What follows belongs to an exercise in optimizing a design on an open flow for small area, a short achievable clock period and few clock cycles; a production flow would make more cautious choices.
Function was checked by simulation only, so behaviour that the tests miss may differ from the original.
No activity file was given, so power comes from the tool's default toggle rates.

==> flow/design.v, too long to show whole: its modules and the start of the top module <==
// module Divider16t: 87 lines
// module div_step: 26 lines
// module div_mux8: 6 lines
// module div_sgn: 3 lines
// module div_nsel: 3 lines
// module MultDiv: 2458 lines
// module mac_fa: 4 lines
// module mac_ha: 4 lines
// module mac_pp: 3 lines
// module mac_add64: 1751 lines
// module div_sub35: 843 lines
// module pfx_pg: 4 lines
// module pfx_p: 3 lines
// module pfx_g: 3 lines
// module pfx_bn: 4 lines
// module pfx_bp: 4 lines
// module pfx_gn: 3 lines
// module pfx_gp: 3 lines
// module muldiv_unit: 184 lines
module muldiv_unit (
    input               clk,
    input               resetn,
    input               req_valid,
    output              req_ready,
    input       [2:0]   req_op,      
    input       [31:0]  req_a,
    input       [31:0]  req_b,
    input       [31:0]  req_hi,      
    input       [31:0]  req_lo,
    output              resp_valid,
    output      [31:0]  resp_hi,
    output      [31:0]  resp_lo
);
  // ...
==> flow/flow/run.sh <==
#!/bin/bash
# The standard layout (standard.sh) with two changes to how it is made:
#  - ORFS's setup repair is asked to leave a larger slack margin: the design's
#    20 ns clock leaves every path with slack, so without a margin the repair
#    never works on the critical paths;
#  - the port buffers that placement inserts on every input and output are
#    plain buffers (buf_4) rather than the slow delay cells it picks by itself.
set -euo pipefail
MARGIN=14
PORTBUF=sky130_fd_sc_hd__buf_4
sed "s|\"\${@:-finish}\"|SETUP_SLACK_MARGIN=$MARGIN 'BUFFER_PORTS_ARGS=-buffer_cell $PORTBUF' \"\${@:-finish}\"|" standard.sh > standard_mod.sh
grep -q "SETUP_SLACK_MARGIN=$MARGIN" standard_mod.sh
bash standard_mod.sh > layout.log 2>&1
==> flow/standard.sh <==
#!/bin/bash
# synth_recipe.tcl (not shown) runs the flow's synth.tcl, then flattens the netlist and writes it again
# the make line also repeats each setting of config.mk as NAME=value (left out here)
make -C /OpenROAD-flow-scripts/flow DESIGN_CONFIG=/design/flow/config.mk WORK_HOME=/design/flow/orfs CLKGATE_MAP_FILE= SYNTH_SCRIPT=/design/flow/synth_recipe.tcl "${@:-finish}"
==> flow/config.mk <==
export PLATFORM = sky130hd
export DESIGN_NAME = muldiv_unit
export DESIGN_NICKNAME = muldiv_unit
export VERILOG_FILES = /design/flow/design.v
export SDC_FILE = /design/flow/constraint.sdc
export NUM_CORES = 8
export LEC_CHECK = 0
export CAP_MARGIN = 20
export CORE_MARGIN = 2
export CORE_UTILIZATION = 40
export SLEW_MARGIN = 20
export SYNTH_HIERARCHICAL = 1
export SYNTH_MINIMUM_KEEP_SIZE = 0
==> flow/constraint.sdc <==
create_clock -name core_clock -period 20.0 [get_ports {clk}]
set_input_delay 4.0000 -clock core_clock [delete_from_list [all_inputs] [get_ports {clk}]]
set_output_delay 4.0000 -clock core_clock [all_outputs]
set_load 0.01 [all_outputs]
==> metrics.md, run 1 <==
| Metric | Value |
|---|---|
| DP Area | `0.0741 mm²` |
| Hold Crit Class | `register to register` |
| Stages on the worst setup path | `4` |
| Sequential power | `2200 µW` |
| Power density cells | `roughly 190 mW/mm²` |
| Static Leak | `0.0287 µW` |
| Hold_sp | `ir_lo[1]$_SDFFCE_PN0P_` |
| DR pass1 iterations | `6` |
| Fraction of area in registers | `20.9%` |
| Die H | `424 µm` |
| H-tree levels | `3` |
| Met3 WL | `between 20,000 and 30,000 µm` |
| Fin. Hold Viols | `0` |
| Max Clk Rate | `167 MHz` |
| # clk buffers | `100` |
| Layout cell share with drive strength beyond 1 | `30.7%` |
| Sequential Power Share | `14.5%` |
| Tcrit/Tclk final | `30.0%` |
| Status | `complete, no violations` |
| Routed WL per cell | `30.4 µm` |
| Max IR drop VDD | `327 µV` |
| Worst Path Arrival | `~2000 ps` |
| Non-clock buffering overhead | `4.52%` |
| Initial core utilization | `roughly two fifths` |
| Clock root buffer | `clkbuf_16` |
| #MultiIn Comb | `5,280` |
| Post-DP HPWL | `just under 200,000 µm` |
| Multi-input gate area | `0.0522 mm²` |
| Core Region | `about 0.17 mm²` |
| Met2 GRT Util | `46.5%` |
| WP data required | `16,000 ps` |
| Met3 Usage GRT | `6.25%` |
| Largest class | `multi-input combinational cells` |
| Max-slew violation count | `0` |
| Hold Path Sink | `b_r1[1]$_DFF_P_` |
| Final Instance Area | `0.0790 mm²` |
| Cell row count | `153` |
| Start point of the critical path | `resp_div$_SDFF_PN0_` |
| CP Capture Point | `resp_lo[29]` |
| P_comb | `11,600 µW` |
| CP delay by family, top | `buffers and inverters` |
| Pin count of the biggest net entering global routing | `70` |
| CP cell instances | `buf_12 > buf_16 > mux2_2 > buf_4` |
| # resized after CTS | `between 100 and 150` |
| Final WS setup | `14,000 ps` |
Testbench counts, summed over its fixed seeds: cycles 5,290.
==> inputs of run 2 (changes only) <==
--- a/flow/config.mk
+++ b/flow/config.mk
@@ -10,2 +10,3 @@
 export CORE_UTILIZATION = 40
+export CTS_BUF_LIST = sky130_fd_sc_hd__clkbuf_8
 export SLEW_MARGIN = 20
==> metrics.md, run 2 <==
| Metric | Value |
|---|---|
| Status | `complete, no violations (unchanged)` |
| Fin. Hold Viols | `0 (unchanged)` |
| WP data required | `16,000 ps (about the same)` |
| Worst Tran Pin Value | `1140 ps (about the same)` |
| H-tree levels | `3 (unchanged)` |
| Routed WL | `276,000 µm (was 277,000 µm)` |
| Crit-path max FO | `9 (unchanged)` |
| Clock slew at reported path FFs | `60 ps (about the same)` |
| Tcrit/Tclk final | `30.9% (was 30.0%)` |
| Cell row count | `153 (unchanged)` |
| Post-DP HPWL | `196,000 µm (unchanged)` |
| Drt via density | `6.09 (was 6.11)` |
| Routed WL per cell | `30.1 µm (was 30.4 µm)` |
| Met3 WL | `25,300 µm (about the same)` |
| Initial core utilization | `40.4% (unchanged)` |
| Max clock buf depth | `3 (unchanged)` |
| Top Ports | `200 (unchanged)` |
| Power density cells | `191 mW/mm² (was 192 mW/mm²)` |
| Pin count of the biggest net entering global routing | `70 (unchanged)` |
| Static Leak | `0.0289 µW (was 0.0287 µW)` |
| DR pass1 iterations | `6 (unchanged)` |
| Initial antenna violation count | `16 (was 14)` |
| WS Path Type | `register to output port (unchanged)` |
| R2R setup slack | `14,100 ps (was 14,020 ps)` |
| Placer Congestion | `1.06 (unchanged)` |
| Unrepaired setup endpoints after global routing | `yes (unchanged)` |
| Global-route total usage across every layer | `29.9% (about the same)` |
| Worst-skew pair later-pin latency | `910 ps (was 720 ps)` |
| Post-Synthesis Cells | `6,433 (unchanged)` |
| Worst setup EP type | `output port (unchanged)` |
| Drt initial violations | `6,252 (was 6,494)` |
| Die area | `0.179 mm² (unchanged)` |
| CTS tree | `done (unchanged)` |
| Vias in the first global route | `57,200 (was 56,600)` |
| Total Neg Setup Slack | `0 ps (unchanged)` |
| Final #Nets | `7,847 (was 7,817)` |
| Max IR drop VDD | `327 µV (about the same)` |
| Slew headroom | `23.7% (was 24.0%)` |
| Max Clk Rate | `162 MHz (was 167 MHz)` |
| Cts bufs inserted | `114 (was 76)` |
| Core Region | `0.174 mm² (unchanged)` |
| Start point of the critical path | `resp_div$_SDFF_PN0_ (unchanged)` |
| Clock root buffer | `clkbuf_8 (was clkbuf_16)` |
| Mean Syn Cell Area | `10.9 µm² (unchanged)` |
| Metal2 WL | `122,000 µm (was 123,000 µm)` |
| Die Wd | `424 µm (unchanged)` |
| Mapped Area | `0.0704 mm² (unchanged)` |
| Port bufs | `199 (unchanged)` |
| Worst Path Arrival | `2180 ps (was 2000 ps)` |
| Hold_sp | `ir_lo[1]$_SDFFCE_PN0P_ (unchanged)` |
| Max-slew violation count | `0 (unchanged)` |
| Die H | `424 µm (unchanged)` |
| Reg2reg start | `u_div.rr[21]$_DFFE_PP_ (was u_div.rr[9]$_DFFE_PP_)` |
| Layout cell share with drive strength beyond 1 | `31.1% (was 30.7%)` |
| Commonest cells after routing, fill and taps aside | `xnor2_1 (851), fa_1 (546), a22oi_2 (528) (unchanged)` |
| Global route total overflow | `0 (unchanged)` |
| Fin util | `45.3% (about the same)` |
| Syn. warnings | `8 (unchanged)` |
| First-pass GRT wire length | `394,000 µm (about the same)` |
| Final clock skew | `96.4 ps (was 60.3 ps)` |
| Final ANT Viol Nets | `0 (unchanged)` |
| Synthesis-to-layout area growth | `12.3% (was 12.2%)` |
| Max-cap check violation count | `0 (unchanged)` |
| Setup-failing EPs final | `0 (unchanged)` |
| Clk sinks | `598 (unchanged)` |
| Most common cell after layout, fill and taps aside | `xnor2_1 (unchanged)` |
| Vias | `55,900 (was 55,700)` |
| Top Layer Used | `met5 (unchanged)` |
| Worst Setup Start Kind | `register (unchanged)` |
| Min Tclk post-route | `6180 ps (was 6000 ps)` |
| Routed metal-1 wirelength | `109,000 µm (was 110,000 µm)` |
| Drt drc | `0 (unchanged)` |
| Hold Crit Class | `register to register (unchanged)` |
-- run 2: routing by layer --
layer	track usage [%]	vias to the layer above
met5	0	-
met4	17.6	8
met3	6.42	848
met2	46.1	3347
met1	38.5	28100
li1	-	23600
-- run 2: report_power, final --
part,switching [µW],internal [µW]
Clock,625,726
Sequential,138,2060
Combinational,6670,4850
-- run 2: stage by stage --
step                      worst slack (ps)  total power, µW  cell area (µm²)  cells  hold slack, ps
final                                13820            15100            79100   9179             503
after global placement               12880            13000            74100   8854             508
after detailed placement             12830            13200            74100   8855             501
after global routing                 13770            16100            79100   9177             529
after CTS                            13740            14700            78100   9145             503
after floorplan                      13430            12500            70600   6492             504
-- run 2: cell type report --
cell class	count	area (µm²)
fill	16200	95300
clock inverter	82	716
tap	2325	2910
multi-input combinational	5279	52300
inverter	335	1270
sequential	598	16500
antenna	7	17.5
timing repair buffer	422	3560
clock buffer	131	1800
-- run 2: worst paths after layout --
kind | end | depth (start not counted)
setup / recovery | resp_hi[25] | 4
hold / removal | b_r1[1]$_DFF_P_ | 1
setup reg to reg | u_div.rr[27]$_DFFE_PP_ | 26
hold reg to reg | b_r1[1]$_DFF_P_ | 1
-- run 2: what timing repair did --
action | CTS | global route
buffers inserted | 76 | 24
hold buffers | 0 | 0
endpoints found under the setup margin | 98 | 107
cloned | 1 | 3
gates resized for setup | 112 | 135
pin swaps | 23 | 18
-- run 2: critical path, cell delays in order (launching register included) --
cell     delay, ps
dfxtp_4        370
buf_12         150
buf_16         170
mux2_2         390
buf_4          160
==> module muldiv_unit, before the edit <==
module muldiv_unit (
    input               clk,
    input               resetn,
    input               req_valid,
    output              req_ready,
    input       [2:0]   req_op,      
    input       [31:0]  req_a,
    input       [31:0]  req_b,
    input       [31:0]  req_hi,      
    input       [31:0]  req_lo,
    output              resp_valid,
    output      [31:0]  resp_hi,
    output      [31:0]  resp_lo
);
    reg         ir_valid;
    reg         ir_div, ir_sa, ir_sb;
    reg [31:0]  ir_a, ir_b, ir_hi, ir_lo;
    reg [16:0]  ir_one, ir_two, ir_neg;
    reg [5:0]   ir_lza, ir_lzb;      
    wire        rq_sgn = !req_op[0];
    wire        rq_sub = req_op[2] && req_op[1];
    wire        rq_sa  = rq_sgn && req_a[31];
    wire        rq_sb  = rq_sgn && req_b[31];
    wire [34:0] rq_bx  = {{2{rq_sb}}, req_b, 1'b0};
    wire        rq_flip = rq_sub ^ rq_sa;       
    reg  [16:0] rq_one, rq_two, rq_neg;
    integer j;
    always @(*) begin
        for (j = 0; j < 17; j = j + 1) begin
            rq_one[j] = rq_bx[2*j+1] ^ rq_bx[2*j];
            rq_two[j] = (rq_bx[2*j+2] & !rq_bx[2*j+1] & !rq_bx[2*j]) |
                        (!rq_bx[2*j+2] & rq_bx[2*j+1] & rq_bx[2*j]);
            rq_neg[j] = rq_bx[2*j+2] ^ rq_flip;
        end
    end
    function [5:0] lzc32;
        input [31:0] v;
        reg   [7:0]  nz4;
        reg   [15:0] l4;         
        reg   [3:0]  nz8;
        reg   [11:0] l8;         
        reg   [1:0]  nz16;
        reg   [7:0]  l16;        
        integer i;
        begin
            for (i = 0; i < 8; i = i + 1) begin
                nz4[i] = |v[4*i +: 4];
                l4[2*i +: 2] = v[4*i+3] ? 2'd0 : v[4*i+2] ? 2'd1 : v[4*i+1] ? 2'd2 : 2'd3;
            end
            for (i = 0; i < 4; i = i + 1) begin
                nz8[i] = nz4[2*i+1] | nz4[2*i];
                l8[3*i +: 3] = nz4[2*i+1] ? {1'b0, l4[4*i+2 +: 2]} : {1'b1, l4[4*i +: 2]};
            end
            for (i = 0; i < 2; i = i + 1) begin
                nz16[i] = nz8[2*i+1] | nz8[2*i];
                l16[4*i +: 4] = nz8[2*i+1] ? {1'b0, l8[6*i+3 +: 3]} : {1'b1, l8[6*i +: 3]};
            end
            lzc32 = nz16[1] ? {2'b00, l16[7:4]} : nz16[0] ? {2'b01, l16[3:0]} : 6'd32;
        end
    endfunction
    wire [5:0]  rq_lza = rq_sa ? lzc32(~req_a) : lzc32(req_a);
    wire [5:0]  rq_lzb = rq_sb ? lzc32(~req_b) : lzc32(req_b);
    wire [31:0] rq_na = -req_a;
    wire [31:0] rq_nb = -req_b;
    reg         b_valid, b_wait;     
    reg         e0_full, e1_full;    
    reg         e0_wait, e1_wait;    
    reg [63:0]  e0_res, e1_res;
    reg         resp_e0, resp_div;   
    reg         resp_any;            
    reg         mul_ok, div_ok;      
    reg         rdy;                 
    wire        div_idle, div_done;
    wire        dv_idle_n, dv_done_n;    
    wire [63:0] div_res;
    wire [63:0] mac_r0, mac_r1;
    reg  [63:0] b_r0, b_r1;
    wire [63:0] mac_res;
    wire        mac_co, mac_ct, mac_pt;
    wire        mul_issue = ir_valid && !ir_div && mul_ok;
    wire        div_issue = ir_valid &&  ir_div && div_ok;
    wire        consume   = mul_issue || div_issue;
    assign req_ready  = rdy;             
    assign resp_valid = resp_any;
    assign resp_hi    = resp_div ? div_res[63:32] : e0_res[63:32];
    assign resp_lo    = resp_div ? div_res[31:0]  : e0_res[31:0];
    wire        q1     = resp_e0 ? e1_full : (e0_full && !e1_full);     
    wire        q2     = !resp_e0 && e1_full;                           
    wire        e0_nf  = q1 || q2 || b_valid;
    wire        e1_nf  = q2 || (q1 && b_valid);
    wire        div_busy = !dv_idle_n;
    wire        b_wait_l = b_wait && !resp_div;
    wire        e0_nw  = resp_e0 ? (e1_full ? e1_wait && !resp_div : b_wait_l)
                                 : (e0_full ? e0_wait && !resp_div : b_wait_l);
    wire        e1_nw  = q1 ? b_wait_l : (e1_wait && !resp_div);
    wire        e0_rn  = e0_nf && !e0_nw;        
    wire        mul_ok_n = !e0_nf || (!e1_nf && (!mul_issue || e0_rn)) || (e1_nf && e0_rn && !mul_issue);
    wire        div_ok_n = dv_idle_n || (dv_done_n && !e0_rn);
    wire        ir_valid_n = req_ready ? req_valid : (ir_valid && !consume);
    wire        ir_div_n   = req_ready ? (!req_op[2] && req_op[1]) : ir_div;
    always @(posedge clk) begin
        if (!resetn) begin
            ir_valid <= 1'b0;
            b_valid  <= 1'b0;
            b_wait   <= 1'b0;
            e0_full  <= 1'b0;
            e1_full  <= 1'b0;
            e0_wait  <= 1'b0;
            e1_wait  <= 1'b0;
            resp_e0  <= 1'b0;
            resp_div <= 1'b0;
            resp_any <= 1'b0;
            rdy      <= 1'b1;
            mul_ok   <= 1'b1;
            div_ok   <= 1'b1;
        end
        else begin
            ir_valid <= ir_valid_n;
            b_valid  <= mul_issue;
            b_wait   <= div_busy;
            e0_full  <= e0_nf;
            e1_full  <= e1_nf;
            e0_wait  <= e0_nw;
            e1_wait  <= e1_nw;
            resp_e0  <= e0_rn;
            resp_div <= dv_done_n && !e0_rn;
            resp_any <= e0_rn || dv_done_n;
            mul_ok   <= mul_ok_n;
            div_ok   <= div_ok_n;
            rdy      <= !ir_valid_n || (ir_div_n ? div_ok_n : mul_ok_n);
        end
    end
    always @(posedge clk) begin
        if (req_ready) begin
            ir_div <= !req_op[2] && req_op[1];
            ir_sa  <= rq_sa;
            ir_sb  <= rq_sb;
            ir_a   <= rq_sa ? rq_na : req_a;
            ir_b   <= rq_sb ? rq_nb : req_b;
            ir_one <= rq_one;
            ir_two <= rq_two;
            ir_neg <= rq_neg;
            ir_lza <= rq_lza;
            ir_lzb <= rq_lzb;
            ir_hi  <= req_op[2] ? req_hi : 32'd0;
            ir_lo  <= req_op[2] ? req_lo : 32'd0;
        end
        b_r0 <= mac_r0;
        b_r1 <= mac_r1;
        if (resp_e0 && e1_full)
            e0_res <= e1_res;
        else if (!e0_full || resp_e0)
            e0_res <= mac_res;
        if (q1)
            e1_res <= mac_res;
    end
    MultDiv u_mac (
        .a   ( ir_a            ),
        .one ( ir_one          ),
        .two ( ir_two          ),
        .neg ( ir_neg          ),
        .x   ( {ir_hi, ir_lo}  ),
        .r0  ( mac_r0          ),
        .r1  ( mac_r1          )
    );
    mac_add64 u_cpa (b_r0, b_r1, 1'b0, mac_res, mac_co, mac_ct, mac_pt);
    Divider16t u_div (
        .clk    ( clk       ),
        .resetn ( resetn    ),
        .start  ( div_issue ),
        .sa     ( ir_sa     ),
        .sb     ( ir_sb     ),
        .a      ( ir_a      ),
        .b      ( ir_b      ),
        .lza    ( ir_lza    ),
        .lzb    ( ir_lzb    ),
        .take   ( resp_div  ),
        .idle   ( div_idle  ),
        .done   ( div_done  ),
        .idle_n ( dv_idle_n ),
        .done_n ( dv_done_n ),
        .res    ( div_res   )
    );
endmodule
==> inputs of run 3 (changes only) <==
--- a/flow/design.v
+++ b/flow/design.v
@@ -5279,5 +5279,4 @@
     reg         b_valid, b_wait;     
-    reg         e0_full, e1_full;    
-    reg         e0_wait, e1_wait;    
-    reg [63:0]  e0_res, e1_res;
+    reg         e0_full, e0_wait;    
+    reg [63:0]  e0_res;
     reg         resp_e0, resp_div;   
@@ -5300,13 +5299,10 @@
     assign resp_lo    = resp_div ? div_res[31:0]  : e0_res[31:0];
-    wire        q1     = resp_e0 ? e1_full : (e0_full && !e1_full);     
-    wire        q2     = !resp_e0 && e1_full;                           
-    wire        e0_nf  = q1 || q2 || b_valid;
-    wire        e1_nf  = q2 || (q1 && b_valid);
+    wire        b_land   = b_valid && (!e0_full || resp_e0);
     wire        div_busy = !dv_idle_n;
-    wire        b_wait_l = b_wait && !resp_div;
-    wire        e0_nw  = resp_e0 ? (e1_full ? e1_wait && !resp_div : b_wait_l)
-                                 : (e0_full ? e0_wait && !resp_div : b_wait_l);
-    wire        e1_nw  = q1 ? b_wait_l : (e1_wait && !resp_div);
-    wire        e0_rn  = e0_nf && !e0_nw;        
-    wire        mul_ok_n = !e0_nf || (!e1_nf && (!mul_issue || e0_rn)) || (e1_nf && e0_rn && !mul_issue);
+    wire        e0_nf    = b_land || (e0_full && !resp_e0);
+    wire        e0_nw    = b_land ? b_wait && !resp_div : e0_wait && !resp_div;
+    wire        b_nv     = mul_issue || (b_valid && !b_land);
+    wire        b_nw     = mul_issue ? div_busy : b_wait && !resp_div;
+    wire        e0_rn    = e0_nf && !e0_nw;      
+    wire        mul_ok_n = !b_nv || (!e0_nf || e0_rn);
     wire        div_ok_n = dv_idle_n || (dv_done_n && !e0_rn);
@@ -5320,5 +5316,3 @@
             e0_full  <= 1'b0;
-            e1_full  <= 1'b0;
             e0_wait  <= 1'b0;
-            e1_wait  <= 1'b0;
             resp_e0  <= 1'b0;
@@ -5332,8 +5326,6 @@
             ir_valid <= ir_valid_n;
-            b_valid  <= mul_issue;
-            b_wait   <= div_busy;
+            b_valid  <= b_nv;
+            b_wait   <= b_nw;
             e0_full  <= e0_nf;
-            e1_full  <= e1_nf;
             e0_wait  <= e0_nw;
-            e1_wait  <= e1_nw;
             resp_e0  <= e0_rn;
@@ -5361,10 +5353,8 @@
         end
-        b_r0 <= mac_r0;
-        b_r1 <= mac_r1;
-        if (resp_e0 && e1_full)
-            e0_res <= e1_res;
-        else if (!e0_full || resp_e0)
+        if (mul_issue) begin
+            b_r0 <= mac_r0;
+            b_r1 <= mac_r1;
+        end
+        if (b_land)
             e0_res <= mac_res;
-        if (q1)
-            e1_res <= mac_res;
     end
--- a/flow/flow/run.sh
+++ b/flow/flow/run.sh
@@ -8,3 +8,3 @@
 set -euo pipefail
-MARGIN=14
+MARGIN=13.75
 PORTBUF=sky130_fd_sc_hd__buf_4
--- a/flow/config.mk
+++ b/flow/config.mk
@@ -10,3 +10,2 @@
 export CORE_UTILIZATION = 40
-export CTS_BUF_LIST = sky130_fd_sc_hd__clkbuf_8
 export SLEW_MARGIN = 20
==> metrics.md, run 3 <==
| Metric | Value |
|---|---|
| Status | `complete, no violations (unchanged)` |
| WP data required | `16,000 ps (about the same)` |
| Routed WL per cell | `32.6 µm (was 30.1 µm)` |
| DR pass1 iterations | `8 (was 6)` |
| Clock root buffer | `clkbuf_16 (was clkbuf_8)` |
| Synthesis-to-layout area growth | `12.2% (was 12.3%)` |
| Clock slew at reported path FFs | `60 ps (about the same)` |
| Initial antenna violation count | `13 (was 16)` |
| Hold Slack | `545 ps (was 503 ps)` |
| Tcrit/Tclk final | `30.9% (about the same)` |
| Max Clk Rate | `162 MHz (about the same)` |
| WS Path Type | `register to output port (unchanged)` |
| Worst-skew pair later-pin latency | `710 ps (was 910 ps)` |
| Cell row count | `152 (was 153)` |
| Post-DP HPWL | `217,000 µm (was 196,000 µm)` |
| Multi-input gate area | `0.0511 mm² (was 0.0523 mm²)` |
| H-tree levels | `3 (unchanged)` |
| Clk sinks | `532 (was 598)` |
| Fin. Hold Viols | `0 (unchanged)` |
| Global route total overflow | `0 (unchanged)` |
| Max clock buf depth | `3 (unchanged)` |
| Mean Syn Cell Area | `11.0 µm² (was 10.9 µm²)` |
| Total Neg Setup Slack | `0 ps (unchanged)` |
| Layout cell share with drive strength beyond 1 | `30.1% (was 31.1%)` |
| Die Wd | `419 µm (was 424 µm)` |
| Slew headroom | `18.7% (was 23.7%)` |
| Worst Setup Start Kind | `register (unchanged)` |
| Fill count | `16,300 (was 16,200)` |
| Max-slew violation count | `0 (unchanged)` |
| Unrepaired setup endpoints after global routing | `yes (unchanged)` |
| Die H | `419 µm (was 424 µm)` |
| Syn. warnings | `8 (unchanged)` |
| Core Region | `0.172 mm² (was 0.174 mm²)` |
| Final ANT Viol Nets | `0 (unchanged)` |
| Hold Crit Class | `register to register (unchanged)` |
| Global-route total usage across every layer | `32.7% (was 29.9%)` |
| Top Ports | `200 (unchanged)` |
| Power density cells | `195 mW/mm² (was 191 mW/mm²)` |
| Crit-path max FO | `34 (was 9)` |
| Final WS setup | `13,810 ps (was 13,820 ps)` |
| Most common cell after layout, fill and taps aside | `xnor2_1 (unchanged)` |
| Drt drc | `0 (unchanged)` |
| Mapped Area | `0.0690 mm² (was 0.0704 mm²)` |
| Routed WL | `293,000 µm (was 276,000 µm)` |
| First-pass GRT wire length | `409,000 µm (was 394,000 µm)` |
| Reg area | `0.0158 mm² (was 0.0165 mm²)` |
| Pin count of the biggest net entering global routing | `76 (was 70)` |
| Vias in the first global route | `55,300 (was 57,200)` |
| Initial core utilization | `40.2% (was 40.4%)` |
| Final #Nets | `7,706 (was 7,847)` |
| Commonest cells after routing, fill and taps aside | `xnor2_1 (849), fa_1 (546), a22oi_2 (528) (was xnor2_1 (851), fa_1 (546), a22oi_2 (528))` |
| CTS tree | `done (unchanged)` |
| Worst Tran Pin Value | `1220 ps (was 1140 ps)` |
| Min Tclk post-route | `6190 ps (was 6180 ps)` |
| Cts bufs inserted | `73 (was 114)` |
| Drt via density | `6.08 (was 6.09)` |
| Max-cap check violation count | `0 (unchanged)` |
| Setup-failing EPs final | `0 (unchanged)` |
| Fin util | `45.1% (was 45.3%)` |
| Worst Path Arrival | `2190 ps (was 2180 ps)` |
| Vias | `54,600 (was 55,900)` |
| Port bufs | `199 (unchanged)` |
| Die area | `0.176 mm² (was 0.179 mm²)` |
| Drt initial violations | `5,437 (was 6,252)` |
| Placer Congestion | `1.00 (was 1.06)` |
| Worst setup EP type | `output port (unchanged)` |
| Max IR drop VDD | `223 µV (was 327 µV)` |
| Biggest regs | `b_r0 x64, b_r1 x64, e0_res x64` |
| Static Leak | `0.0280 µW (was 0.0289 µW)` |
| Post-Synthesis Cells | `6,296 (was 6,433)` |
| Pre-CTS setup slack | `12,750 ps (was 12,830 ps)` |
| Final clock skew | `34.0 ps (was 96.4 ps)` |
==> run 3: report_power, final <==
part / switching [µW] / internal [µW] / leakage, µW
sequential: 123 / 2280 / 0.00524
clock: 605 / 804 / 0.00121
combinational: 6660 / 4630 / 0.0215
==> run 3: timing repair <==
item,4_1_cts,5_1_grt
setup endpoints to repair,98,34
endpoints found under the hold margin,0,0
gates resized for setup,88,40
hold buffers,0,0
gates cloned,2,0
pin swaps,15,16
buffers inserted,25,96
==> run 3: path summary, 6_finish.rpt <==
path	startpoint	end	slack [ps]	depth (start not counted)
setup / recovery	resp_div$_SDFF_PN0_	resp_lo[7]	13810	3
hold / removal	b_valid$_SDFF_PN0_	mul_ok$_SDFF_PN1_	550	3
setup reg to reg	u_div.qq[31]$_DFFE_PP_	u_div.rr[26]$_DFFE_PP_	13870	24
hold reg to reg	b_valid$_SDFF_PN0_	mul_ok$_SDFF_PN1_	550	3
==> run 3: final cells by class <==
type / count / area share (%)
inverters: 335 / 1.63
multi-input cells: 5213 / 66.1
well taps: 2310 / 3.74
clock inverters: 56 / 0.825
diodes: 3 / 0.00970
clock buffers: 77 / 2.39
flip-flops and latches: 532 / 20.5
repair buffers: 454 / 4.85
==> run 3: per-stage QoR <==
stage / total power (µW) / cell area [µm²] / cells
after detailed placement: 13200 / 72800 / 8721
after CTS: 14700 / 76300 / 8881
after global routing: 15900 / 77400 / 8979
after floorplan: 12400 / 69200 / 6355
after global placement: 13000 / 72800 / 8721
final: 15100 / 77400 / 8980
==> run 3: worst max-delay path, cell delays in order (launching register included) <==
cell	delay, ps
dfxtp_4	610
buf_16	270
mux2_2	390
buf_4	150
==> run 3: routing by layer <==
| metal | GRT usage (%) | vias up | part of all wire [%] |
|---|---|---|---|
| met1 | 39.2 | 27400 | 38 |
| li1 | - | 23200 | - |
| met2 | 52.2 | 3007 | 46 |
| met5 | 0 | - | 0.016 |
| met4 | 21.7 | 8 | 7.7 |
| met3 | 8.02 | 958 | 8.5 |
Testbench counts of run 3, summed over its fixed seeds: cycles 5,290.
==> inputs of run 4 (changes only) <==
--- a/flow/flow/run.sh
+++ b/flow/flow/run.sh
@@ -8,3 +8,3 @@
 set -euo pipefail
-MARGIN=13.75
+MARGIN=14
 PORTBUF=sky130_fd_sc_hd__buf_4
--- a/flow/config.mk
+++ b/flow/config.mk
@@ -10,2 +10,4 @@
 export CORE_UTILIZATION = 40
+export CTS_CLUSTER_DIAMETER = 100
+export CTS_CLUSTER_SIZE = 20
 export SLEW_MARGIN = 20
==> metrics.md, run 4 <==
| Metric | Value |
|---|---|
| Most common cell after layout, fill and taps aside | `xnor2_1 (unchanged)` |
| Met3 Usage GRT | `7.36% (was 8.02%)` |
| Max stage delay on crit path | `720 ps (was 610 ps)` |
| CTS tree | `done (unchanged)` |
| Cell-internal power | `7380 µW (was 7710 µW)` |
| Final WS setup | `14,030 ps (was 13,810 ps)` |
| Initial antenna violation count | `11 (was 13)` |
| Synthesis-to-layout area growth | `11.5% (was 12.2%)` |
| Biggest regs | `b_r0 x64, b_r1 x64, e0_res x64 (unchanged)` |
| Reg area | `0.0158 mm² (unchanged)` |
| Multi-input gate area | `0.0514 mm² (was 0.0511 mm²)` |
| Global-route total usage across every layer | `32.7% (about the same)` |
| Drt via density | `6.10 (was 6.08)` |
| Worst setup EP type | `output port (unchanged)` |
| Max IR drop VDD | `233 µV (was 223 µV)` |
| Mean Syn Cell Area | `11.0 µm² (unchanged)` |
| Power density cells | `192 mW/mm² (was 195 mW/mm²)` |
| Routed WL per cell | `32.7 µm (was 32.6 µm)` |
| Gr busiest metal | `met2 (unchanged)` |
| Port bufs | `199 (unchanged)` |
| Sequential Power Share | `16.3% (was 15.9%)` |
| Clock slew at reported path FFs | `90 ps (was 60 ps)` |
| Fin. Hold Viols | `0 (unchanged)` |
| Pin count of the biggest net entering global routing | `76 (unchanged)` |
| Final ANT Viol Nets | `0 (unchanged)` |
| Slowest cell on the critical path | `edfxtp_1 (was dfxtp_4)` |
| Final Instance Area | `0.0769 mm² (was 0.0774 mm²)` |
| Max clock buf depth | `3 (unchanged)` |
| Drt drc | `0 (unchanged)` |
| Switching share of power | `50.0% (was 48.9%)` |
| Drt initial violations | `5,491 (was 5,437)` |
| Worst Path Arrival | `1970 ps (was 2190 ps)` |
| Max-slew violation count | `0 (unchanged)` |
| Cell row count | `152 (unchanged)` |
| Die area | `0.176 mm² (unchanged)` |
| Vias in the first global route | `55,500 (was 55,300)` |
| Combinational share of power | `77.1% (was 74.8%)` |
| Layout cell share with drive strength beyond 1 | `30.5% (was 30.1%)` |
| H-tree levels | `2 (was 3)` |
| DP Area | `0.0728 mm² (unchanged)` |
| Die H | `419 µm (unchanged)` |
| Max-cap check violation count | `0 (unchanged)` |
| Placer Congestion | `1.00 (unchanged)` |
| Tcrit/Tclk final | `29.9% (was 30.9%)` |
| Worst Setup Start Kind | `register (unchanged)` |
| Mapped Area | `0.0690 mm² (unchanged)` |
| Unrepaired setup endpoints after global routing | `no (was yes)` |
| Max Clk Rate | `167 MHz (was 162 MHz)` |
| Post-Synthesis Cells | `6,296 (unchanged)` |
| Cts bufs inserted | `44 (was 73)` |
| Final #Nets | `7,702 (was 7,706)` |
| Min Tclk post-route | `5970 ps (was 6190 ps)` |
| WP data required | `16,000 ps (about the same)` |
| Sw Pwr | `7370 µW (was 7390 µW)` |
| Initial core utilization | `40.2% (unchanged)` |
| Clock root buffer | `clkbuf_16 (unchanged)` |
| Crit-path max FO | `5 (was 34)` |
| Slew headroom | `18.6% (was 18.7%)` |
| Syn. warnings | `8 (unchanged)` |
| Global route total overflow | `0 (unchanged)` |
| WS Path Type | `register to output port (unchanged)` |
| M1 GR Usage | `39.3% (was 39.2%)` |
| Setup-failing EPs final | `0 (unchanged)` |
| Core Region | `0.172 mm² (unchanged)` |
| Worst-skew pair later-pin latency | `700 ps (was 710 ps)` |
| Top Ports | `200 (unchanged)` |
| Clock share of power | `6.6% (was 9.3%)` |
| Clk sinks | `532 (unchanged)` |
| First-pass GRT wire length | `410,000 µm (was 409,000 µm)` |
| Vias | `54,700 (was 54,600)` |
| Pre-CTS setup slack | `12,750 ps (unchanged)` |
| Fill count | `16,300 (about the same)` |
| Post-DP HPWL | `217,000 µm (unchanged)` |
| Status | `complete, no violations (unchanged)` |
| Static Leak | `0.0276 µW (was 0.0280 µW)` |
| Worst Tran Pin Value | `1220 ps (about the same)` |
| Met2 GRT Util | `52.4% (was 52.2%)` |
| Fin util | `44.8% (was 45.1%)` |
| DR pass1 iterations | `9 (was 8)` |
| CP cell instances | `mux2_2 > buf_4 (was buf_16 > mux2_2 > buf_4)` |
| Commonest cells after routing, fill and taps aside | `xnor2_1 (849), fa_1 (546), a22oi_2 (528) (unchanged)` |
| Hold Crit Class | `register to register (unchanged)` |
| Final clock skew | `28.4 ps (was 34.0 ps)` |
| Routed WL | `293,000 µm (about the same)` |
| Die Wd | `419 µm (unchanged)` |
| Total Neg Setup Slack | `0 ps (unchanged)` |
==> run 4: through the flow <==
step | total power, µW | instances | hold WS (ps)
finish | 14700 | 8954 | 558
global placement | 13000 | 8721 | 533
floorplan | 12400 | 6355 | 492
global route | 15600 | 8950 | 571
CTS | 14400 | 8911 | 560
detailed placement | 13200 | 8721 | 540
==> run 4: area by class of cell <==
cell class | count | share of cell area (%)
multi-input combinational | 5213 | 66.9
sequential | 532 | 20.6
timing repair buffer | 479 | 5.20
tap | 2310 | 3.76
inverter | 335 | 1.64
clock buffer | 54 | 1.49
clock inverter | 25 | 0.430
antenna | 6 | 0.0195
==> run 4: timing repair <==
item,in CTS,in global routing
gates cloned,2,0
hold buffers,0,0
pin swaps,26,6
setup endpoints to repair,98,37
buffers inserted,109,37
gates resized for setup,99,89
==> run 4: layer usage <==
metal	vias to the layer above	part of all wire, %
met4	6	7.9
met3	981	8.4
met2	3059	46
li1	23200	-
met1	27400	38
met5	-	0.013
==> run 4: critical path, delay by kind of cell, from the launching register on <==
kind | cells | cell delay [ps]
buffers and inverters | 1 | 150
DFF | 1 | 720
muxes | 1 | 410
==> run 4: power by group through the flow <==
stage / Sequential (µW) / Clock, µW / Combinational (µW)
6_report: 2400 / 978 / 11400
5_1_grt: 2420 / 1030 / 12100
3_5_place_dp: 2430 / 0 / 10700
4_1_cts: 2400 / 999 / 11000
2_1_floorplan: 2590 / 0 / 9820
3_3_place_gp: 2430 / 0 / 10600
==> run 4: worst paths after layout <==
path                           from                     end  slack [ps]  cells after the start
min reg2reg  ir_lo[0]$_SDFFCE_PN0P_       b_r0[0]$_DFFE_PP_         560                      1
min          ir_lo[0]$_SDFFCE_PN0P_       b_r0[0]$_DFFE_PP_         560                      1
max          u_div.rr[31]$_DFFE_PP_             resp_hi[31]       14030                      2
max reg2reg  u_div.ddn[5]$_DFFE_PP_  u_div.rr[28]$_DFFE_PP_       14060                     25
==> inputs of run 5 (changes only) <==
--- a/flow/config.mk
+++ b/flow/config.mk
@@ -15 +15,2 @@
 export SYNTH_MINIMUM_KEEP_SIZE = 0
+export TNS_END_PERCENT = 10
==> metrics.md, run 5 <==
| Metric | Value |
|---|---|
| Status | `complete, no violations (unchanged)` |
| First-pass GRT wire length | `409,000 µm (was 410,000 µm)` |
| Sw Pwr | `7350 µW (was 7370 µW)` |
| Biggest regs | `b_r0 x64, b_r1 x64, e0_res x64 (unchanged)` |
| Fill count | `16,300 (about the same)` |
| Die area | `0.176 mm² (unchanged)` |
| Reg-to-reg endpoint | `u_div.rr[26]$_DFFE_PP_ (was u_div.rr[28]$_DFFE_PP_)` |
| Switching share of power | `49.9% (was 50.0%)` |
| Multi-input gate area | `0.0516 mm² (was 0.0514 mm²)` |
| Most common cell after layout, fill and taps aside | `xnor2_1 (unchanged)` |
| Syn. warnings | `8 (unchanged)` |
| Clock share of power | `6.7% (was 6.6%)` |
| Max-cap check violation count | `0 (unchanged)` |
| Slew headroom | `18.6% (about the same)` |
| Combinational share of power | `77.1% (about the same)` |
| Worst setup EP type | `output port (unchanged)` |
| DP Area | `0.0728 mm² (unchanged)` |
| DR pass1 iterations | `6 (was 9)` |
| Worst Setup Start Kind | `register (unchanged)` |
| Top Ports | `200 (unchanged)` |
| Power density cells | `191 mW/mm² (was 192 mW/mm²)` |
| R2R depth | `25 (unchanged)` |
| Fin. Hold Viols | `0 (unchanged)` |
| Drt initial violations | `5,559 (was 5,491)` |
| Final clock skew | `26.7 ps (was 28.4 ps)` |
| Hold_sp | `ir_lo[0]$_SDFFCE_PN0P_ (unchanged)` |
| Clk sinks | `532 (unchanged)` |
| Hold Crit Class | `register to register (unchanged)` |
| Unrepaired setup endpoints after global routing | `yes (was no)` |
| Placer Congestion | `1.00 (unchanged)` |
| Layout cell share with drive strength beyond 1 | `30.8% (was 30.5%)` |
| Max clock buf depth | `3 (unchanged)` |
| Worst-skew pair later-pin latency | `690 ps (was 700 ps)` |
| Die Wd | `419 µm (unchanged)` |
| Final ANT Viol Nets | `0 (unchanged)` |
| Max Clk Rate | `167 MHz (about the same)` |
| H-tree levels | `2 (unchanged)` |
| Hold depth | `1 (unchanged)` |
| Commonest cells after routing, fill and taps aside | `xnor2_1 (848), fa_1 (546), a22oi_2 (528) (was xnor2_1 (849), fa_1 (546), a22oi_2 (528))` |
| Sequential Power Share | `16.3% (about the same)` |
| Post-DP HPWL | `217,000 µm (unchanged)` |
| Mapped Area | `0.0690 mm² (unchanged)` |
| Reg area | `0.0158 mm² (unchanged)` |
| Cell-internal power | `7360 µW (was 7380 µW)` |
| Worst Path Arrival | `2000 ps (was 1970 ps)` |
| Clock root buffer | `clkbuf_16 (unchanged)` |
| R2R setup slack | `14,080 ps (was 14,060 ps)` |
| Vias in the first global route | `55,400 (was 55,500)` |
| Drt drc | `0 (unchanged)` |
| Pin count of the biggest net entering global routing | `76 (unchanged)` |
| Min Tclk post-route | `6000 ps (was 5970 ps)` |
| Initial antenna violation count | `12 (was 11)` |
| Drt via density | `6.10 (about the same)` |
| Cell row count | `152 (unchanged)` |
| Clock slew at reported path FFs | `90 ps (about the same)` |
| Core Region | `0.172 mm² (unchanged)` |
| CTS tree | `done (unchanged)` |
| Routed WL | `293,000 µm (about the same)` |
| Hold Path Sink | `b_r0[0]$_DFFE_PP_ (unchanged)` |
| Total Neg Setup Slack | `0 ps (unchanged)` |
| Post-Synthesis Cells | `6,296 (unchanged)` |
| Worst Tran Pin Value | `1220 ps (about the same)` |
| Max-slew violation count | `0 (unchanged)` |
| WP data required | `16,000 ps (about the same)` |
| Crit-path max FO | `5 (unchanged)` |
| Routed WL per cell | `32.7 µm (about the same)` |
| Tcrit/Tclk final | `30.0% (was 29.9%)` |
| Final Instance Area | `0.0771 mm² (was 0.0769 mm²)` |
| Static Leak | `0.0276 µW (about the same)` |
| Mean Syn Cell Area | `11.0 µm² (unchanged)` |
| CTS Hold Buffers Added | `0 (unchanged)` |
| Synthesis-to-layout area growth | `11.8% (was 11.5%)` |
| WS Path Type | `register to output port (unchanged)` |
| Cts bufs inserted | `44 (unchanged)` |
| Setup-failing EPs final | `0 (unchanged)` |
| Initial core utilization | `40.2% (unchanged)` |
| Port bufs | `199 (unchanged)` |
| Reg2reg start | `u_div.ddn[19]$_DFFE_PP_ (was u_div.ddn[5]$_DFFE_PP_)` |
| Global route total overflow | `0 (unchanged)` |
| Die H | `419 µm (unchanged)` |
| Max IR drop VDD | `228 µV (was 233 µV)` |
| Vias | `54,700 (about the same)` |
| Final #Nets | `7,707 (was 7,702)` |
| Global-route total usage across every layer | `32.7% (about the same)` |
run 5: final cells by class:
class                   instances  area share, %
multi-input cells            5213           67.0
flip-flops and latches        532           20.5
repair buffers                484           5.16
well taps                    2310           3.75
inverters                     335           1.64
clock buffers                  54           1.49
clock inverters                25          0.428
diodes                          5         0.0162
run 5: per-stage QoR:
step	std cells	total power [µW]	worst slack [ps]	hold slack (ps)	utilization, %
floorplan	6355	12400	14300	492	-
global placement	8721	13000	12500	533	42.4
detailed placement	8721	13200	12750	540	42.4
CTS	8902	14300	13900	560	44.3
global route	8954	15600	13880	571	44.9
finish	8958	14700	14000	560	45.0
run 5: worst max path at each step:
stage / from / to / slack, ps / depth (start not counted)
3_3_place_gp: u_div.rr[3]$_DFFE_PP_ / u_div.rr[24]$_DFFE_PP_ / 12500 / 23
4_1_cts: u_div.qq[28]$_DFFE_PP_ / resp_lo[28] / 13900 / 2
6_report: u_div.rr[4]$_DFFE_PP_ / resp_hi[4] / 14000 / 4
5_1_grt: u_div.rr[26]$_DFFE_PP_ / u_div.rr[13]$_DFFE_PP_ / 13880 / 27
2_1_floorplan: req_b[1] / ir_b[30]$_DFFE_PP_ / 14300 / 8
3_5_place_dp: u_div.rr[20]$_DFFE_PP_ / u_div.rr[1]$_DFFE_PP_ / 12750 / 23
run 5: metal layers:
layer | vias to the layer above | track usage, % | routed length (µm)
li1 | 23200 | - | -
met1 | 27300 | 39.2 | 110000
met2 | 3158 | 52.2 | 133000
met3 | 966 | 7.53 | 25700
met4 | 8 | 22.3 | 23500
met5 | - | 0 | 46
run 5: what timing repair did:
item,4_1_cts,5_1_grt
resized for setup,97,116
pin swaps,23,9
cloned,2,0
setup buffers,100,51
endpoints found under the setup margin,98,39
run 5: power groups by stage:
stage	clock network, µW	logic, µW	registers, µW
finish	978	11300	2400
global route	1030	12100	2410
CTS	999	10900	2400
detailed placement	0	10700	2430
global placement	0	10600	2430
floorplan	0	9820	2590
run 5: worst max-delay path: stages (launching register included):
cell      delay (ps)
edfxtp_1         450
buf_4            200
buf_4            160
mux2_2           350
buf_4            170
==> inputs of run 6 (changes only) <==
--- a/flow/config.mk
+++ b/flow/config.mk
@@ -10,4 +10,2 @@
 export CORE_UTILIZATION = 40
-export CTS_CLUSTER_DIAMETER = 100
-export CTS_CLUSTER_SIZE = 20
 export SLEW_MARGIN = 20
@@ -15,2 +13 @@
 export SYNTH_MINIMUM_KEEP_SIZE = 0
-export TNS_END_PERCENT = 10
==> metrics.md, run 6 <==
| Metric | Value |
|---|---|
| Crit-path max FO | `3 (was 5)` |
| Top Ports | `200 (unchanged)` |
| Total Neg Setup Slack | `0 ps (unchanged)` |
| Die area | `0.176 mm² (unchanged)` |
| Die Wd | `419 µm (unchanged)` |
| Global route total overflow | `0 (unchanged)` |
| Final clock skew | `35.2 ps (was 26.7 ps)` |
| Pin count of the biggest net entering global routing | `76 (unchanged)` |
| Clock root buffer | `clkbuf_16 (unchanged)` |
| Clock slew at reported path FFs | `70 ps (was 90 ps)` |
| Reg2reg start | `ir_lzb[3]$_DFFE_PP_ (was u_div.ddn[19]$_DFFE_PP_)` |
| Drt drc | `0 (unchanged)` |
| Final WS setup | `14,030 ps (was 14,000 ps)` |
| Max clock buf depth | `3 (unchanged)` |
| Hold Slack | `537 ps (was 560 ps)` |
| Post-DP HPWL | `217,000 µm (unchanged)` |
| Crit path top cell by count | `buf_4 (unchanged)` |
| Mean Syn Cell Area | `11.0 µm² (unchanged)` |
| Multi-input gate area | `0.0514 mm² (was 0.0516 mm²)` |
| Max-slew violation count | `0 (unchanged)` |
| Hold depth | `3 (was 1)` |
| WS Path Type | `register to output port (unchanged)` |
| Port bufs | `199 (unchanged)` |
| Hold Path Sink | `mul_ok$_SDFF_PN1_ (was b_r0[0]$_DFFE_PP_)` |
| Tcrit/Tclk final | `29.9% (was 30.0%)` |
| Max stage delay on crit path | `430 ps (was 450 ps)` |
| Pre-CTS setup slack | `12,750 ps (unchanged)` |
| Mapped Area | `0.0690 mm² (unchanged)` |
| CTS tree | `done (unchanged)` |
| Max Clk Rate | `167 MHz (about the same)` |
| Min Tclk post-route | `5970 ps (was 6000 ps)` |
| Final #Nets | `7,733 (was 7,707)` |
| Routed WL per cell | `32.6 µm (was 32.7 µm)` |
| Commonest cells after routing, fill and taps aside | `xnor2_1 (849), fa_1 (546), a22oi_2 (528) (was xnor2_1 (848), fa_1 (546), a22oi_2 (528))` |
| Reg area | `0.0158 mm² (unchanged)` |
| Max IR drop VDD | `219 µV (was 228 µV)` |
| Drt via density | `6.09 (was 6.10)` |
| R2R depth | `15 (was 25)` |
| Slowest cell on the critical path | `edfxtp_1 (unchanged)` |
| First-pass GRT wire length | `411,000 µm (was 409,000 µm)` |
| Biggest regs | `b_r0 x64, b_r1 x64, e0_res x64 (unchanged)` |
| Worst-skew pair later-pin latency | `710 ps (was 690 ps)` |
| Static Leak | `0.0281 µW (was 0.0276 µW)` |
| Fill count | `16,200 (was 16,300)` |
| Hold_sp | `b_valid$_SDFF_PN0_ (was ir_lo[0]$_SDFFCE_PN0P_)` |
| Initial core utilization | `40.2% (unchanged)` |
| Layout cell share with drive strength beyond 1 | `31.1% (was 30.8%)` |
| Slew headroom | `17.8% (was 18.6%)` |
| Cell row count | `152 (unchanged)` |
| Worst Tran Pin Value | `1230 ps (was 1220 ps)` |
| Vias | `54,900 (was 54,700)` |
| Worst Path Arrival | `1970 ps (was 2000 ps)` |
| Drt initial violations | `5,389 (was 5,559)` |
| Routed WL | `294,000 µm (was 293,000 µm)` |
| DR pass1 iterations | `6 (unchanged)` |
| Synthesis-to-layout area growth | `13.0% (was 11.8%)` |
| Post-Synthesis Cells | `6,296 (unchanged)` |
| Setup-failing EPs final | `0 (unchanged)` |
| Final Instance Area | `0.0779 mm² (was 0.0771 mm²)` |
| Unrepaired setup endpoints after global routing | `yes (unchanged)` |
| R2R setup slack | `14,100 ps (was 14,080 ps)` |
| Fin. Hold Viols | `0 (unchanged)` |
| Most common cell after layout, fill and taps aside | `xnor2_1 (unchanged)` |
| Vias in the first global route | `55,600 (was 55,400)` |
| Core Region | `0.172 mm² (unchanged)` |
| Initial antenna violation count | `12 (unchanged)` |
| Worst setup EP type | `output port (unchanged)` |
| Worst Setup Start Kind | `register (unchanged)` |
| Die H | `419 µm (unchanged)` |
| Reg-to-reg endpoint | `u_div.rr[21]$_DFFE_PP_ (was u_div.rr[26]$_DFFE_PP_)` |
| Cts bufs inserted | `73 (was 44)` |
| Placer Congestion | `1.00 (unchanged)` |
| H-tree levels | `3 (was 2)` |
| Status | `complete, no violations (unchanged)` |
| Syn. warnings | `8 (unchanged)` |
| Hold Crit Class | `register to register (unchanged)` |
| CP cell instances | `buf_4 > buf_4 > mux2_2 > buf_4 (unchanged)` |
| Global-route total usage across every layer | `32.9% (was 32.7%)` |
| Final ANT Viol Nets | `0 (unchanged)` |
| WP data required | `16,000 ps (about the same)` |
| Max-cap check violation count | `0 (unchanged)` |
| Power density cells | `194 mW/mm² (was 191 mW/mm²)` |
| DP Area | `0.0728 mm² (unchanged)` |
| Clk sinks | `532 (unchanged)` |
-- run 6: final cells by class --
| cell class | count | area share, % |
|---|---|---|
| multi-input combinational | 5213 | 66.0 |
| clock buffer | 77 | 2.38 |
| antenna | 6 | 0.0193 |
| clock inverter | 56 | 0.819 |
| inverter | 335 | 1.62 |
| sequential | 532 | 20.3 |
| tap | 2310 | 3.71 |
| timing repair buffer | 481 | 5.14 |
-- run 6: metrics by stage --
stage | instances | total power, µW | utilization [%]
after floorplan | 6355 | 12400 | -
after global placement | 8721 | 13000 | 42.4
after detailed placement | 8721 | 13200 | 42.4
after CTS | 8957 | 14800 | 44.9
after global routing | 9007 | 16000 | 45.4
final | 9010 | 15100 | 45.4
-- run 6: layer usage --
layer	up-vias	global-route usage, %	wire, µm
met1	27500	39.3	111000
met3	965	8.09	25500
li1	23300	-	-
met5	-	0	60
met2	3178	52.6	134000
met4	8	21.8	23100
-- run 6: worst max path at each step --
stage | start | endpoint | cells past startpoint
floorplan | req_b[1] | ir_b[30]$_DFFE_PP_ | 8
global placement | u_div.rr[3]$_DFFE_PP_ | u_div.rr[24]$_DFFE_PP_ | 23
detailed placement | u_div.rr[20]$_DFFE_PP_ | u_div.rr[1]$_DFFE_PP_ | 23
CTS | u_div.rr[3]$_DFFE_PP_ | resp_hi[3] | 3
global route | u_div.rr[4]$_DFFE_PP_ | u_div.rr[24]$_DFFE_PP_ | 26
finish | u_div.qq[31]$_DFFE_PP_ | resp_lo[31] | 4
-- run 6: what timing repair did --
action                     in CTS  in global routing
gates cloned                    2                  0
buffers inserted              101                 47
hold buffers                    0                  0
setup endpoints to repair      98                 35
pin swaps                      27                  6
gates resized for setup        98                 87
-- run 6: critical path: cells and delay by family, from the launching register on --
kind                   cells  cell delay [ps]
flip-flops                 1              430
multiplexers               1              330
buffers and inverters      3              500
-- run 6: where the power goes --
part           switching (µW)  internal (µW)
Combinational            6670           4640
Sequential                119           2280
Clock                     605            804
==> inputs of run 7 (changes only) <==
--- a/flow/config.mk
+++ b/flow/config.mk
@@ -10,2 +10,4 @@
 export CORE_UTILIZATION = 40
+export CTS_CLUSTER_DIAMETER = 80
+export CTS_CLUSTER_SIZE = 25
 export SLEW_MARGIN = 20
==> metrics.md, run 7 <==
| Metric | Value |
|---|---|
| Reg2reg start | `u_div.ddn[3]$_DFFE_PP_ (was ir_lzb[3]$_DFFE_PP_)` |
| Cts bufs inserted | `55 (was 73)` |
| DR pass1 iterations | `6 (unchanged)` |
| Fill count | `16,200 (about the same)` |
| R2R setup slack | `14,080 ps (was 14,100 ps)` |
| Global-route total usage across every layer | `32.8% (was 32.9%)` |
| Hold_sp | `b_valid$_SDFF_PN0_ (unchanged)` |
| Routed WL | `294,000 µm (about the same)` |
| Initial core utilization | `40.2% (unchanged)` |
| Final WS setup | `13,980 ps (was 14,030 ps)` |
| Clock root buffer | `clkbuf_16 (unchanged)` |
| Fin. Hold Viols | `0 (unchanged)` |
| Most common cell after layout, fill and taps aside | `xnor2_1 (unchanged)` |
| Max-cap check violation count | `0 (unchanged)` |
| Vias in the first global route | `55,700 (was 55,600)` |
| Pre-CTS setup slack | `12,750 ps (unchanged)` |
| Total Neg Setup Slack | `0 ps (unchanged)` |
| Power density cells | `194 mW/mm² (about the same)` |
| Hold depth | `3 (unchanged)` |
| Drt initial violations | `5,453 (was 5,389)` |
| Global route total overflow | `0 (unchanged)` |
| Status | `complete, no violations (unchanged)` |
| Hold Crit Class | `register to register (unchanged)` |
| Die area | `0.176 mm² (unchanged)` |
| Drt drc | `0 (unchanged)` |
| Biggest regs | `b_r0 x64, b_r1 x64, e0_res x64 (unchanged)` |
| Crit-path max FO | `4 (was 3)` |
| Post-DP HPWL | `217,000 µm (unchanged)` |
| WS Path Type | `register to output port (unchanged)` |
| Worst setup EP type | `output port (unchanged)` |
| Hold Slack | `537 ps (about the same)` |
| Worst Setup Start Kind | `register (unchanged)` |
| Tcrit/Tclk final | `30.1% (was 29.9%)` |
| Buffers & Inverters on Critical Path | `3 (unchanged)` |
| Mapped Area | `0.0690 mm² (unchanged)` |
| Final clock skew | `52.1 ps (was 35.2 ps)` |
| Max clock buf depth | `3 (unchanged)` |
| R2R depth | `25 (was 15)` |
| Core Region | `0.172 mm² (unchanged)` |
| Commonest cells after routing, fill and taps aside | `xnor2_1 (849), fa_1 (546), a22oi_2 (528) (unchanged)` |
| Min Tclk post-route | `6020 ps (was 5970 ps)` |
| Mean Syn Cell Area | `11.0 µm² (unchanged)` |
| First-pass GRT wire length | `411,000 µm (about the same)` |
| CP delay by family, top | `buffers and inverters (unchanged)` |
| Worst Path Arrival | `2020 ps (was 1970 ps)` |
| Static Leak | `0.0280 µW (was 0.0281 µW)` |
| WP data required | `16,000 ps (about the same)` |
| Initial antenna violation count | `9 (was 12)` |
| Hold Path Sink | `mul_ok$_SDFF_PN1_ (unchanged)` |
| Die Wd | `419 µm (unchanged)` |
| Port bufs | `199 (unchanged)` |
| Drt via density | `6.09 (about the same)` |
| Setup-failing EPs final | `0 (unchanged)` |
| Layout cell share with drive strength beyond 1 | `30.9% (was 31.1%)` |
| Clock slew at reported path FFs | `100 ps (was 70 ps)` |
| Final #Nets | `7,716 (was 7,733)` |
| Clk sinks | `532 (unchanged)` |
| Unrepaired setup endpoints after global routing | `yes (unchanged)` |
| Placer Congestion | `1.00 (unchanged)` |
| Syn. warnings | `8 (unchanged)` |
| Max-slew violation count | `0 (unchanged)` |
| Reg-to-reg endpoint | `u_div.rr[28]$_DFFE_PP_ (was u_div.rr[21]$_DFFE_PP_)` |
| Slowest cell on the critical path | `edfxtp_1 (unchanged)` |
| Vias | `54,700 (was 54,900)` |
| Cell row count | `152 (unchanged)` |
| Crit path top cell by count | `buf_4 (unchanged)` |
| Slew headroom | `17.8% (about the same)` |
| CP cell instances | `buf_4 > buf_4 > mux2_2 > buf_4 (unchanged)` |
| Worst Tran Pin Value | `1230 ps (about the same)` |
| Max Clk Rate | `166 MHz (was 167 MHz)` |
| Top Ports | `200 (unchanged)` |
| Overall Power | `15,100 µW (about the same)` |
| Final ANT Viol Nets | `0 (unchanged)` |
| Synthesis-to-layout area growth | `12.6% (was 13.0%)` |
| Routed WL per cell | `32.7 µm (was 32.6 µm)` |
| CTS tree | `done (unchanged)` |
| Post-Synthesis Cells | `6,296 (unchanged)` |
| Max IR drop VDD | `236 µV (was 219 µV)` |
| Pin count of the biggest net entering global routing | `76 (unchanged)` |
| Worst-skew pair later-pin latency | `760 ps (was 710 ps)` |
| H-tree levels | `2 (was 3)` |
| Max stage delay on crit path | `470 ps (was 430 ps)` |
| Die H | `419 µm (unchanged)` |
==> run 7: cell count changes in the layout (fill, tap and decap cells not counted), moves of 7 or more <==
| cell | before | now |
|---|---|---|
| bufinv_16 | 9 | 1 |
| clkbuf_16 | 73 | 55 |
| clkinv_16 | 0 | 7 |
| clkinv_2 | 9 | 2 |
| clkinv_8 | 2 | 9 |
| inv_16 | 1 | 11 |
| inv_6 | 15 | 7 |
==> run 7: timing repair <==
action                     4_1_cts  5_1_grt
pin swaps                       25       11
hold buffers                     0        0
cloned                           1        0
setup endpoints to repair       98       44
resized for setup               97       97
buffers inserted               109       41
==> run 7: tightest hold or removal path, delay by kind of cell, from the launching register on <==
family	cells	cell delay, ps
simple gates	1	60
compound gates	2	150
flops	1	330
==> run 7: worst max path at each step <==
stage	startpoint	endpoint	depth (start not counted)
floorplan	req_b[1]	ir_b[30]$_DFFE_PP_	8
global route	u_div.rr[24]$_DFFE_PP_	u_div.rr[15]$_DFFE_PP_	28
finish	u_div.qq[31]$_DFFE_PP_	resp_lo[31]	4
CTS	u_div.rr[2]$_DFFE_PP_	u_div.rr[26]$_DFFE_PP_	24
global placement	u_div.rr[3]$_DFFE_PP_	u_div.rr[24]$_DFFE_PP_	23
detailed placement	u_div.rr[20]$_DFFE_PP_	u_div.rr[1]$_DFFE_PP_	23
==> run 7: area by class of cell <==
class	count	area (µm²)	share of cell area, %
Antenna cell	3	7.51	0.00967
Clock buffer	56	1380	1.78
Clock inverter	48	816	1.05
Inverter	335	1260	1.63
Multi-Input combinational cell	5212	51400	66.2
Sequential cell	532	15800	20.4
Tap cell	2310	2890	3.72
Timing Repair Buffer	483	4060	5.22
==> run 7: through the flow <==
stage | cells | util [%] | area, µm²
after CTS | 8935 | 44.8 | 76800
final | 8979 | 45.3 | 77700
after global routing | 8978 | 45.3 | 77700
after floorplan | 6355 | - | 69200
after global placement | 8721 | 42.4 | 72800
after detailed placement | 8721 | 42.4 | 72800
==> run 7: power by group <==
group | switching [µW] | leakage, µW | total, µW | internal, µW
registers | 120 | 0.00524 | 2400 | 2280
logic | 6740 | 0.0217 | 11400 | 4670
clock network | 661 | 0.00104 | 1250 | 591
==> run 7: per-layer routing <==
layer  vias up  track usage (%)  routed length (µm)
met1     27300             39.0              110000
met5         -                0                  44
met3       988             7.86               25600
li1      23200                -                   -
met2      3150             52.4              133000
met4         8             22.8               24300

[what the ideal ports hide]
How much do the figures lean on ideal ports? The routed layouts below were timed once more, with nothing changed but the port constraints.
Step 1 (the two cells are an assumption about what drives the block):
set clk [get_ports {clk}]
set_driving_cell -lib_cell sky130_fd_sc_hd__clkbuf_16 $clk
set_driving_cell -lib_cell sky130_fd_sc_hd__buf_2 [delete_from_list [all_inputs] $clk]
Step 2, shift: input delay + t, output delay - t, t = (earliest + latest rising clock arrival at the registers) / 2. This alone moves slack from input paths to output paths.
Three values: ideal, step 1, step 2; two values: the first two.
run | t, ns | setup slack, ns | hold WS [ns] | worst setup path at the end | clock arrival spread, ns
run 1 | 0.763 | 14.004 / 13.928 / 13.442 | 0.503 / 0.503 / 0.503 | input to register | 0.060 / 0.060
run 2 | 0.939 | 13.821 / 13.744 / 13.394 | 0.503 / 0.503 / 0.503 | input to register | 0.097 / 0.097
run 3 | 0.780 | 13.811 / 13.722 / 13.466 | 0.545 / 0.545 / 0.545 | input to register | 0.035 / 0.035
run 4 | 0.772 | 14.027 / 13.936 / 13.475 | 0.558 / 0.558 / 0.558 | input to register | 0.031 / 0.031
run 5 | 0.773 | 13.997 / 13.903 / 13.445 | 0.560 / 0.560 / 0.560 | input to register | 0.029 / 0.030
run 6 | 0.779 | 14.025 / 13.937 / 13.477 | 0.537 / 0.537 / 0.537 | input to register | 0.036 / 0.036
run 7 | 0.822 | 13.982 / 13.891 / 13.413 | 0.537 / 0.537 / 0.537 | input to register | 0.052 / 0.052
After both steps every run listed still meets setup and hold. The setup slack of run 7, which loses most, moves by -0.091 ns with the drivers and by -0.569 ns with both steps.
